From an optimization exercise on the open Yosys and OpenROAD flow, aimed at small area and a short achievable clock period; shortcuts taken in it are not production practice.
The RTL was checked by simulation tests, not by an equivalence proof against the original design.
Power is estimated from default activity; no workload was simulated.

==> onyx <==
==> flow/design.v (excerpt) <==
module whac_core (
    input  wire        clk,
    input  wire        rst,         
    input  wire        pause,
    input  wire        ps2_clk,
    input  wire        ps2_data,
    output wire [11:0] x_pos,
    output wire [11:0] y_pos,
    output wire        left_btn,
    output wire        right_btn,
    output wire [11:0] mole_up,
    output wire        is_start,
    output wire [3:0]  level,
    output wire [2:0]  live,
    output wire [15:0] score,
    output wire [5:0]  note,
    output wire        beep
);
    function [17:0] add;
        input [17:0] a, b;
        input ci;
        integer k;
        reg c;
        begin
            c = ci;
            for (k = 0; k < 18; k = k + 1) begin
                add[k] = a[k] ^ b[k] ^ c;
                c = (a[k] & b[k]) | (c & (a[k] ^ b[k]));
            end
        end
    endfunction
    function ge;
        input [17:0] a, b;
        integer k;
        reg c;
        begin
            c = 1'b1;
            for (k = 0; k < 18; k = k + 1)
                c = (a[k] & ~b[k]) | (c & ~(a[k] ^ b[k]));
            ge = c;
        end
    endfunction
    reg rst_q;
    always @(posedge clk) rst_q <= rst;
    function [10:0] db11;    
        input [10:0] q;
        db11 = {q[9:0], q[10] ^ q[8] ^ (q[9:0] == 10'd0)};
    endfunction
    function [7:0] db8;      
        input [7:0] q;
        db8 = {q[6:0], q[7] ^ q[5] ^ q[4] ^ q[3] ^ (q[6:0] == 7'd0)};
    endfunction
    function [3:0] db4;      
        input [3:0] q;
        db4 = {q[2:0], q[3] ^ q[2] ^ (q[2:0] == 3'd0)};
    endfunction
    localparam [10:0] DIV1 = 11'd1, DIV1023 = 11'd2032;
  ...
export LEC_CHECK = 0
export ABC_AREA = 1
export CAP_MARGIN = 20
export CORE_MARGIN = 2
export CORE_UTILIZATION = 60
export CTS_CLUSTER_DIAMETER = 150
export CTS_CLUSTER_SIZE = 25
export PLACE_DENSITY = 0.7
export SLEW_MARGIN = 20
create_clock -name core_clock -period 80.0 [get_ports {clk}]
standard.sh (not shown) runs the stock make flow with config.mk's settings and CLKGATE_MAP_FILE= SYNTH_SCRIPT=/design/flow/synth_recipe.tcl, a recipe that flattens the netlist after the stock synthesis.
==> flow/flow/run.sh <==
#!/bin/bash
set -euo pipefail
export BUFFER_PORTS_ARGS="-buffer_cell sky130_fd_sc_hd__buf_2"
export SETUP_SLACK_MARGIN=62.8
bash standard.sh > standard.log 2>&1
==> amber: changes against onyx <==
--- a/flow/design.v
+++ b/flow/design.v
@@ -54,17 +54,17 @@
         input [3:0] q;
         db4 = {q[2:0], q[3] ^ q[2] ^ (q[2:0] == 3'd0)};
     endfunction
     localparam [10:0] DIV1 = 11'd1, DIV1023 = 11'd2032;
     localparam [3:0] BC10 = 4'd11;
     reg [1:0] sync;
     reg [3:0] bc;           
     reg [1:0] cnt;          
-    reg [8:0] sh;           
+    reg [9:0] sh;           
     reg [7:0] bx;           
     reg [1:0] bb;           
     reg       upd;          
     wire fall = sync[1] & ~sync[0];
     wire last = (bc == BC10);
     wire done = fall & last;
     always @(posedge clk) begin
         if (rst) sync <= 2'b11;
@@ -77,19 +77,19 @@
         end else begin
             if (fall) begin
                 bc <= last ? 4'd0 : db4(bc);
                 if (last) cnt <= cnt[1] ? 2'd0 : cnt + 2'd1;
             end
         end
     end
     always @(posedge clk) begin
-        if (fall & ~last) sh <= {ps2_data, sh[8:1]};
-        if (done & (cnt == 2'd0)) bb <= sh[1:0];
-        if (done & (cnt == 2'd1)) bx <= sh[7:0];
+        if (fall) sh <= {ps2_data, sh[9:1]};
+        if (done & (cnt == 2'd0)) bb <= sh[2:1];
+        if (done & (cnt == 2'd1)) bx <= sh[8:1];
         upd <= done & cnt[1];
     end
     reg [9:0] xp;
     reg [8:0] yp;
     reg lb, rb;
     wire [7:0] dy = sh[7:0];    
     wire [10:0] sx = add({8'd0, xp}, {{10{bx[7]}}, bx}, 1'b0);
     wire [10:0] sy = add({9'd0, yp}, {{10{dy[7]}}, dy}, 1'b0);
@@ -331,31 +331,31 @@
     reg [5:0]  note_r;
     reg        pwin, plose;
     reg [2:0]  plive;
     reg [13:0] psc;
     wire [2:0]  m_lc;       
     wire [5:0]  m_note;
     wire [0:0]  m_end;
     wire [16:0] per;
-    localparam [5:0] B_LOSE = 6'd0;
-    localparam [5:0] B_LIVE = 6'd13;
+    localparam [5:0] B_WIN = 6'd0;
     localparam [5:0] B_CLICK = 6'd23;
-    localparam [5:0] B_WIN = 6'd32;
-    localparam [5:0] B_SCORE = 6'd55;
-    assign m_lc[0] = (~p[4] & ~p[2]) | (p[5] & ~p[4]) | (~p[2] & p[1] & p[0]) | (p[5] & ~p[3] & ~p[2]);
-    assign m_lc[1] = (~p[5] & ~p[3] & p[2]) | (~p[5] & ~p[3] & ~p[1]) | (p[5] & ~p[4] & ~p[2]) | (p[4] & p[2]) | (p[5] & p[3] & ~p[1]) | (~p[3] & p[2] & ~p[1]) | (p[4] & p[3] & p[1] & ~p[0]) | (~p[4] & ~p[2] & p[0]);
-    assign m_lc[2] = (~p[4] & ~p[3] & p[2]) | (~p[3] & p[1] & ~p[0]) | (p[5] & ~p[4]) | (p[5] & ~p[3] & ~p[1]) | (~p[4] & ~p[3] & ~p[1]);
-    assign m_note[0] = (p[5] & ~p[4] & ~p[2] & p[1] & ~p[0]) | (~p[3] & p[2] & ~p[1] & p[0]) | (~p[5] & ~p[3] & p[2] & p[1] & ~p[0]) | (p[5] & p[2] & ~p[1] & p[0]) | (p[4] & p[2]) | (p[4] & p[3] & ~p[1] & ~p[0]) | (~p[5] & p[4] & p[3] & ~p[0]);
-    assign m_note[1] = (~p[3] & p[2] & ~p[1]) | (p[4] & ~p[3] & ~p[1]) | (p[5] & ~p[4] & ~p[3]) | (~p[5] & p[4] & p[2]) | (~p[4] & ~p[3] & ~p[0]) | (~p[5] & ~p[4] & p[3] & p[1]) | (p[4] & p[3] & p[1] & ~p[0]) | (p[5] & ~p[3] & ~p[0]);
-    assign m_note[2] = (~p[5] & p[2] & ~p[1]) | (p[5] & ~p[4] & ~p[3] & ~p[2] & ~p[0]) | (p[5] & ~p[4] & ~p[3] & p[1]) | (p[3] & p[2] & ~p[1] & ~p[0]) | (~p[5] & p[4] & p[1] & ~p[0]) | (~p[5] & ~p[4] & p[2] & p[0]) | (p[5] & ~p[3] & p[2] & p[0]) | (p[5] & p[3] & ~p[2] & ~p[1] & p[0]);
-    assign m_note[3] = (p[3] & ~p[2] & p[1] & ~p[0]) | (~p[5] & ~p[3] & ~p[2] & ~p[0]) | (~p[4] & ~p[2] & ~p[1] & p[0]) | (p[5] & ~p[3] & p[2] & p[1]) | (p[5] & p[2] & ~p[1] & ~p[0]) | (p[5] & p[3] & p[2] & ~p[1]) | (~p[4] & ~p[3] & ~p[2] & ~p[1]) | (p[5] & ~p[4] & ~p[3] & p[1] & p[0]) | (~p[5] & p[3] & p[2] & p[1] & p[0]);
-    assign m_note[4] = (p[4] & ~p[1]) | (p[5] & p[3] & ~p[2] & ~p[1] & ~p[0]) | (~p[4] & p[3] & p[1] & p[0]) | (p[5] & p[4] & ~p[0]) | (p[5] & p[3] & p[2] & p[1]) | (~p[5] & p[4] & p[2]);
-    assign m_note[5] = (~p[5] & p[3] & p[2] & ~p[1]) | (~p[5] & p[3] & p[2] & ~p[0]);
-    assign m_end[0] = (p[4] & ~p[2] & p[1] & p[0]) | (~p[5] & ~p[4] & p[3] & ~p[2]);
+    localparam [5:0] B_SCORE = 6'd28;
+    localparam [5:0] B_LIVE = 6'd36;
+    localparam [5:0] B_LOSE = 6'd43;
+    assign m_lc[0] = (~p[5] & ~p[4] & p[2] & p[1]) | (~p[5] & p[4] & ~p[3] & ~p[0]) | (~p[5] & p[4] & ~p[2] & ~p[1]) | (p[5] & ~p[4] & ~p[1] & p[0]) | (p[5] & p[2] & p[1] & ~p[0]) | (p[5] & ~p[3] & p[2] & ~p[1]);
+    assign m_lc[1] = (~p[5] & p[2] & p[1]) | (p[5] & p[3] & ~p[2] & ~p[1]) | (p[4] & ~p[3] & ~p[1]) | (p[4] & p[1] & ~p[0]) | (p[4] & p[2]) | (p[2] & p[1] & p[0]) | (p[5] & p[3] & ~p[1] & p[0]);
+    assign m_lc[2] = (~p[5] & ~p[4]) | (p[5] & p[3] & p[2]) | (p[4] & ~p[3] & ~p[0]) | (p[4] & ~p[3] & ~p[1]) | (~p[4] & p[3] & p[1] & p[0]);
+    assign m_note[0] = (~p[5] & p[2] & ~p[1] & p[0]) | (p[5] & p[4] & ~p[1]) | (p[4] & ~p[3] & p[2]) | (p[4] & p[3] & ~p[1] & ~p[0]) | (~p[5] & p[3] & ~p[2] & p[1] & ~p[0]) | (~p[4] & ~p[3] & ~p[2] & p[1] & ~p[0]);
+    assign m_note[1] = (p[4] & p[2] & p[1] & p[0]) | (p[5] & p[3] & ~p[2] & ~p[1] & ~p[0]) | (p[5] & p[2] & p[0]) | (~p[5] & ~p[4] & ~p[3]) | (p[4] & ~p[3] & ~p[1]) | (~p[5] & p[4] & ~p[2] & p[1] & ~p[0]) | (~p[4] & ~p[3] & p[1]) | (p[5] & p[3] & p[1] & p[0]);
+    assign m_note[2] = (~p[5] & ~p[4] & ~p[3] & ~p[2] & ~p[0]) | (p[5] & ~p[3] & p[2] & ~p[0]) | (~p[4] & p[3] & ~p[2] & ~p[1] & p[0]) | (~p[5] & p[3] & p[2] & ~p[1] & ~p[0]) | (p[5] & p[3] & p[2] & p[1] & p[0]) | (p[5] & p[4] & ~p[0]) | (p[4] & p[3] & p[1] & ~p[0]) | (~p[5] & ~p[4] & ~p[3] & p[1]) | (~p[5] & ~p[3] & p[2] & ~p[1] & p[0]);
+    assign m_note[3] = (~p[5] & p[3] & ~p[2] & p[1] & ~p[0]) | (p[4] & p[3] & p[2] & p[1] & p[0]) | (~p[4] & p[3] & p[2] & ~p[1]) | (~p[4] & ~p[3] & p[2] & p[1]) | (~p[4] & ~p[2] & ~p[1] & p[0]) | (~p[5] & p[2] & ~p[1] & ~p[0]) | (p[5] & ~p[4] & ~p[2] & p[0]) | (~p[4] & ~p[3] & ~p[2] & p[0]) | (~p[5] & ~p[4] & ~p[3] & ~p[2] & ~p[1]);
+    assign m_note[4] = (p[3] & ~p[2] & ~p[1] & ~p[0]) | (~p[5] & ~p[4] & p[3] & p[1] & p[0]) | (~p[5] & p[3] & p[2] & p[1]) | (~p[5] & p[4] & ~p[3] & ~p[0]) | (~p[5] & p[4] & ~p[1] & p[0]) | (p[5] & ~p[4] & ~p[3] & p[1]) | (p[4] & p[2] & p[1]);
+    assign m_note[5] = (p[5] & ~p[3] & p[2] & ~p[1]);
+    assign m_end[0] = (p[5] & ~p[4] & ~p[3] & ~p[2]) | (p[4] & ~p[2] & p[1] & p[0]) | (p[5] & p[3] & ~p[2] & p[1] & ~p[0]);
     assign per[0] = (~note_r[5] & ~note_r[4] & ~note_r[3] & ~note_r[1]) | (note_r[2] & ~note_r[1] & note_r[0]) | (note_r[4] & ~note_r[3] & ~note_r[2] & ~note_r[0]) | (~note_r[4] & ~note_r[3] & ~note_r[2] & note_r[0]);
     assign per[1] = (note_r[2] & ~note_r[1] & note_r[0]) | (~note_r[5] & ~note_r[4] & ~note_r[3] & note_r[1]) | (note_r[5] & note_r[2]) | (~note_r[4] & note_r[3] & ~note_r[2] & note_r[1]);
     assign per[2] = (note_r[5]) | (~note_r[4] & note_r[3] & note_r[2] & ~note_r[0]) | (~note_r[3] & note_r[2] & note_r[0]) | (~note_r[3] & ~note_r[1] & note_r[0]);
     assign per[3] = (note_r[5]) | (note_r[3] & ~note_r[1]) | (~note_r[1] & note_r[0]) | (note_r[4] & note_r[2]) | (~note_r[4] & ~note_r[3] & note_r[0]) | (note_r[4] & ~note_r[3] & note_r[1] & ~note_r[0]);
     assign per[4] = (~note_r[2] & ~note_r[1] & ~note_r[0]) | (note_r[4] & note_r[3] & ~note_r[2]) | (note_r[3] & ~note_r[1] & ~note_r[0]) | (~note_r[3] & note_r[2] & note_r[0]) | (note_r[5] & ~note_r[2]);
     assign per[5] = (note_r[5]) | (~note_r[4] & note_r[3] & note_r[1]) | (note_r[3] & ~note_r[2] & ~note_r[1]) | (note_r[2] & note_r[1] & ~note_r[0]) | (~note_r[3] & ~note_r[2] & ~note_r[0]);
     assign per[6] = (note_r[5]) | (note_r[4] & note_r[1] & note_r[0]) | (note_r[3] & note_r[2] & note_r[1]) | (~note_r[2] & ~note_r[1] & ~note_r[0]) | (note_r[4] & note_r[2]) | (note_r[3] & ~note_r[1] & ~note_r[0]);
     assign per[7] = (~note_r[2] & ~note_r[1] & ~note_r[0]) | (note_r[2] & note_r[0]) | (note_r[4] & note_r[3] & note_r[2]) | (note_r[4] & ~note_r[2] & ~note_r[1]) | (~note_r[4] & ~note_r[3] & note_r[0]) | (note_r[4] & ~note_r[3] & note_r[1] & ~note_r[0]);
@@ -369,24 +369,24 @@
     assign per[15] = (~note_r[4] & note_r[3]) | (note_r[4] & ~note_r[3]);
     assign per[16] = (~note_r[5] & ~note_r[4] & ~note_r[3]);
     wire tick = (div == DIV1023);
     wire ev_win = is_win & ~pwin;
     wire ev_lose = is_lose & ~plose;
     wire ev_score = ~ge({4'd0, psc}, {4'd0, sc});           
     wire ev_live = ~ge({15'd0, lives}, {15'd0, plive});     
     wire pt_hit;
-    assign pt_hit = ((m_lc == 3'd1) & (pt == 8'd0)) |
-        ((m_lc == 3'd0) & (pt == 8'd92)) |
+    assign pt_hit = ((m_lc == 3'd0) & (pt == 8'd0)) |
+        ((m_lc == 3'd1) & (pt == 8'd92)) |
         ((m_lc == 3'd2) & (pt == 8'd50)) |
-        ((m_lc == 3'd4) & (pt == 8'd130)) |
-        ((m_lc == 3'd7) & (pt == 8'd136)) |
-        ((m_lc == 3'd3) & (pt == 8'd177)) |
+        ((m_lc == 3'd3) & (pt == 8'd130)) |
+        ((m_lc == 3'd4) & (pt == 8'd136)) |
+        ((m_lc == 3'd5) & (pt == 8'd177)) |
         ((m_lc == 3'd6) & (pt == 8'd169)) |
-        ((m_lc == 3'd5) & (pt == 8'd14));
+        ((m_lc == 3'd7) & (pt == 8'd14));
     always @(posedge clk) begin
         if (rst_q) begin
             div <= DIV1;
             playing <= 1'b0;
             note_r <= 6'd0;
             pwin <= 1'b0;
             plose <= 1'b0;
             plive <= 3'd5;
==> flow/flow/run.sh (replaced) <==
#!/bin/bash
set -euo pipefail
export BUFFER_PORTS_ARGS="-buffer_cell sky130_fd_sc_hd__buf_2"
bash standard.sh > standard.log 2>&1
==> flow/config.mk (replaced) <==
export PLATFORM = sky130hd
export DESIGN_NAME = whac_core
export DESIGN_NICKNAME = whac_core
export VERILOG_FILES = /design/flow/design.v
export SDC_FILE = /design/flow/constraint.sdc
export NUM_CORES = 4
export LEC_CHECK = 0
export ABC_AREA = 1
export CAP_MARGIN = 20
export CORE_MARGIN = 2
export CORE_UTILIZATION = 40
export CTS_CLUSTER_DIAMETER = 150
export CTS_CLUSTER_SIZE = 25
export SLEW_MARGIN = 20
==> sierra: changes against onyx <==
--- a/flow/design.v
+++ b/flow/design.v
@@ -31,17 +31,17 @@
     endfunction
     function ge;
         input [17:0] a, b;
         integer k;
         reg c;
         begin
             c = 1'b1;
             for (k = 0; k < 18; k = k + 1)
-                c = (a[k] & ~b[k]) | (c & ~(a[k] ^ b[k]));
+                c = (a[k] & ~b[k]) | (c & (a[k] | ~b[k]));
             ge = c;
         end
     endfunction
     reg rst_q;
     always @(posedge clk) rst_q <= rst;
     function [10:0] db11;    
         input [10:0] q;
         db11 = {q[9:0], q[10] ^ q[8] ^ (q[9:0] == 10'd0)};
@@ -107,37 +107,39 @@
             lb <= bb[0];
             rb <= bb[1];
         end
     end
     assign x_pos = {2'b00, xp};
     assign y_pos = {3'b000, yp};
     assign left_btn = lb;
     assign right_btn = rb;
-    function inb;
-        input [9:0] x;
-        input [8:0] y;
-        input [9:0] x0, x1;
-        input [8:0] y0, y1;
-        inb = ge({8'd0, x}, {8'd0, x0}) & ge({8'd0, x1}, {8'd0, x}) &
-              ge({9'd0, y}, {9'd0, y0}) & ge({9'd0, y1}, {9'd0, y});
-    endfunction
     wire [11:0] inbox;
-    assign inbox[0]  = inb(xp, yp, 106, 151, 273, 307);
-    assign inbox[1]  = inb(xp, yp, 230, 274, 270, 305);
-    assign inbox[2]  = inb(xp, yp, 350, 392, 271, 306);
-    assign inbox[3]  = inb(xp, yp, 470, 513, 270, 306);
-    assign inbox[4]  = inb(xp, yp, 94,  140, 320, 352);
-    assign inbox[5]  = inb(xp, yp, 224, 269, 320, 352);
-    assign inbox[6]  = inb(xp, yp, 353, 400, 320, 352);
-    assign inbox[7]  = inb(xp, yp, 480, 528, 320, 352);
-    assign inbox[8]  = inb(xp, yp, 78,  125, 374, 408);
-    assign inbox[9]  = inb(xp, yp, 218, 271, 374, 408);
-    assign inbox[10] = inb(xp, yp, 357, 408, 374, 408);
-    assign inbox[11] = inb(xp, yp, 496, 550, 374, 408);
+    wire yA0 = ge({9'd0, yp}, 18'd273) & ge(18'd307, {9'd0, yp});
+    wire yA1 = ge({9'd0, yp}, 18'd270) & ge(18'd305, {9'd0, yp});
+    wire yA2 = ge({9'd0, yp}, 18'd271) & ge(18'd306, {9'd0, yp});
+    wire yA3 = ge({9'd0, yp}, 18'd270) & ge(18'd306, {9'd0, yp});
+    wire yB  = ge({9'd0, yp}, 18'd320) & ge(18'd352, {9'd0, yp});
+    wire yC  = ge({9'd0, yp}, 18'd374) & ge(18'd408, {9'd0, yp});
+    function inx;
+        input [9:0] x, x0, x1;
+        inx = ge({8'd0, x}, {8'd0, x0}) & ge({8'd0, x1}, {8'd0, x});
+    endfunction
+    assign inbox[0]  = inx(xp, 106, 151) & yA0;
+    assign inbox[1]  = inx(xp, 230, 274) & yA1;
+    assign inbox[2]  = inx(xp, 350, 392) & yA2;
+    assign inbox[3]  = inx(xp, 470, 513) & yA3;
+    assign inbox[4]  = inx(xp, 94,  140) & yB;
+    assign inbox[5]  = inx(xp, 224, 269) & yB;
+    assign inbox[6]  = inx(xp, 353, 400) & yB;
+    assign inbox[7]  = inx(xp, 480, 528) & yB;
+    assign inbox[8]  = inx(xp, 78,  125) & yC;
+    assign inbox[9]  = inx(xp, 218, 271) & yC;
+    assign inbox[10] = inx(xp, 357, 408) & yC;
+    assign inbox[11] = inx(xp, 496, 550) & yC;
     reg [15:0] rnd;
     reg [4:0] r25;
     reg [1:0] u;
     wire fb = rnd[15] ^ rnd[13] ^ rnd[12] ^ rnd[10];
     wire [4:0] r25n;   
     assign r25n[0] = (~r25[4] & ~r25[3] & ~r25[2] & fb) | (~r25[4] & ~r25[3] & fb & ~rnd[15]) | (~r25[4] & r25[2] & r25[1] & ~fb & rnd[15]) | (~r25[4] & r25[3] & ~fb & rnd[15]) | (~r25[4] & ~r25[2] & fb & ~rnd[15]) | (r25[3] & r25[2] & r25[0] & ~fb) | (r25[3] & r25[2] & r25[1] & ~fb) | (r25[4] & ~r25[3] & ~r25[2] & ~r25[1] & ~fb) | (r25[4] & ~fb & ~rnd[15]) | (r25[4] & r25[3] & fb & rnd[15]) | (r25[4] & r25[2] & fb & rnd[15]) | (r25[4] & r25[1] & fb & rnd[15]) | (~r25[4] & ~r25[3] & ~r25[1] & ~r25[0] & fb);
     assign r25n[1] = (~r25[4] & ~r25[3] & ~r25[2] & ~r25[0] & rnd[15]) | (~r25[4] & ~r25[3] & ~r25[1] & ~r25[0] & rnd[15]) | (~r25[4] & ~r25[3] & r25[0] & ~rnd[15]) | (~r25[4] & ~r25[0] & fb & rnd[15]) | (r25[3] & r25[0] & ~fb & rnd[15]) | (r25[0] & fb & ~rnd[15]) | (r25[4] & ~r25[0] & ~fb & ~rnd[15]) | (~r25[3] & ~r25[2] & ~r25[1] & ~r25[0] & fb & rnd[15]) | (r25[4] & r25[0] & ~fb & rnd[15]) | (r25[3] & r25[2] & r25[1] & ~r25[0] & ~fb & ~rnd[15]) | (r25[3] & ~r25[2] & r25[0] & ~rnd[15]) | (r25[4] & r25[2] & r25[0] & fb) | (r25[4] & r25[1] & r25[0] & fb) | (r25[2] & r25[1] & r25[0] & ~fb & rnd[15]);
     assign r25n[2] = (~r25[1] & ~r25[0] & rnd[15]) | (~r25[4] & ~r25[3] & ~r25[2] & r25[1] & r25[0]) | (~r25[4] & ~r25[3] & r25[1] & ~rnd[15]) | (~r25[4] & r25[1] & r25[0] & fb) | (r25[3] & ~r25[1] & ~fb & rnd[15]) | (r25[4] & ~r25[1] & ~r25[0] & ~fb) | (r25[1] & fb & ~rnd[15]) | (r25[4] & ~r25[1] & ~fb & rnd[15]) | (r25[1] & r25[0] & ~rnd[15]) | (r25[4] & r25[2] & ~r25[1] & rnd[15]) | (r25[3] & ~r25[2] & r25[1] & ~rnd[15]);
==> flow/config.mk (replaced) <==
export PLATFORM = sky130hd
export DESIGN_NAME = whac_core
export DESIGN_NICKNAME = whac_core
export VERILOG_FILES = /design/flow/design.v
export SDC_FILE = /design/flow/constraint.sdc
export NUM_CORES = 4
export LEC_CHECK = 0
export ABC_AREA = 1
export CAP_MARGIN = 20
export CORE_MARGIN = 2
export CORE_UTILIZATION = 75
export CTS_CLUSTER_DIAMETER = 150
export CTS_CLUSTER_SIZE = 25
export PLACE_DENSITY = 0.85
export SLEW_MARGIN = 20
==> summary.txt <==
| item | onyx | sierra | amber |
|---|---|---|---|
| Result of the run | complete, no violations | complete, no violations | complete, no violations |
| Switch share | 0.371 | 0.374 | 0.376 |
| Cell count after placement | 2079 | 2036 | 2244 |
| Crit path buf inv count | 1 | 1 | 4 |
| Most frequent standard cell in the layout excluding fill and tap cells | inv_1 | nand2_1 | nand2_1 |
| Pin count of the biggest net entering global routing | 44 | 78 | 72 |
| Proportion of power drawn by the clock network | 0.312 | 0.302 | 0.300 |
| Met3 wire length | 1810 um | 2710 um | 1800 um |
| Met2 routing resource usage after global routing | 0.476 | 0.635 | 0.342 |
| Sum of met2 wire segment lengths after detailed routing | 15700 um | 16400 um | 16200 um |
| Worst setup path class | flop to output pin | flop to output pin | input pin to flop |
| Switching power of the nets | 0.000107 W | 0.000106 W | 0.000108 W |
| Total sequential power | 0.000108 W | 0.000110 W | 0.000109 W |
| Post-Synth XOR/XNOR Area | 0.0206 | 0.0173 | 0.0179 |
| Met1 layer usage reported by global route | 0.386 | 0.452 | 0.278 |
| Share of the clock period used by the worst path | 0.214 | 0.214 | 0.223 |
| Sequential portion of the cell area | 0.299 | 0.304 | 0.298 |
| Library cells used by synthesis | 60 | 60 | 58 |

separate check: timing with driven ports:
In the flow no input, the clock included, has a driving cell. The finished layouts below were timed again as built, in two steps.
Step 1: set_driving_cell puts a clkbuf_16 on clk and a buf_2 on each other input, an assumption about the parent block.
Step 2, shift: input delay + t, output delay - t, t = (earliest + latest rising clock arrival at the registers) / 2. This alone moves slack from input paths to output paths.
Slacks: ideal / step 1 / step 2; pairs: ideal / step 1.
run	t (ns)	slack for setup (ns)	hold slack, ns	worst setup path after step 2	pins driven straight from the clock port
onyx	0.490	62.847 / 62.797 / 62.376	0.386 / 0.386 / 0.386	input to register	1
amber	0.498	62.182 / 62.208 / 61.710	0.391 / 0.391 / 0.391	input to register	1
sierra	0.482	62.841 / 62.797 / 62.418	0.411 / 0.411 / 0.411	input to register	1
After both steps setup and hold are still met in every run listed. The setup slack of amber, which loses most, moves by +0.026 ns with the drivers and by -0.472 ns with both steps.
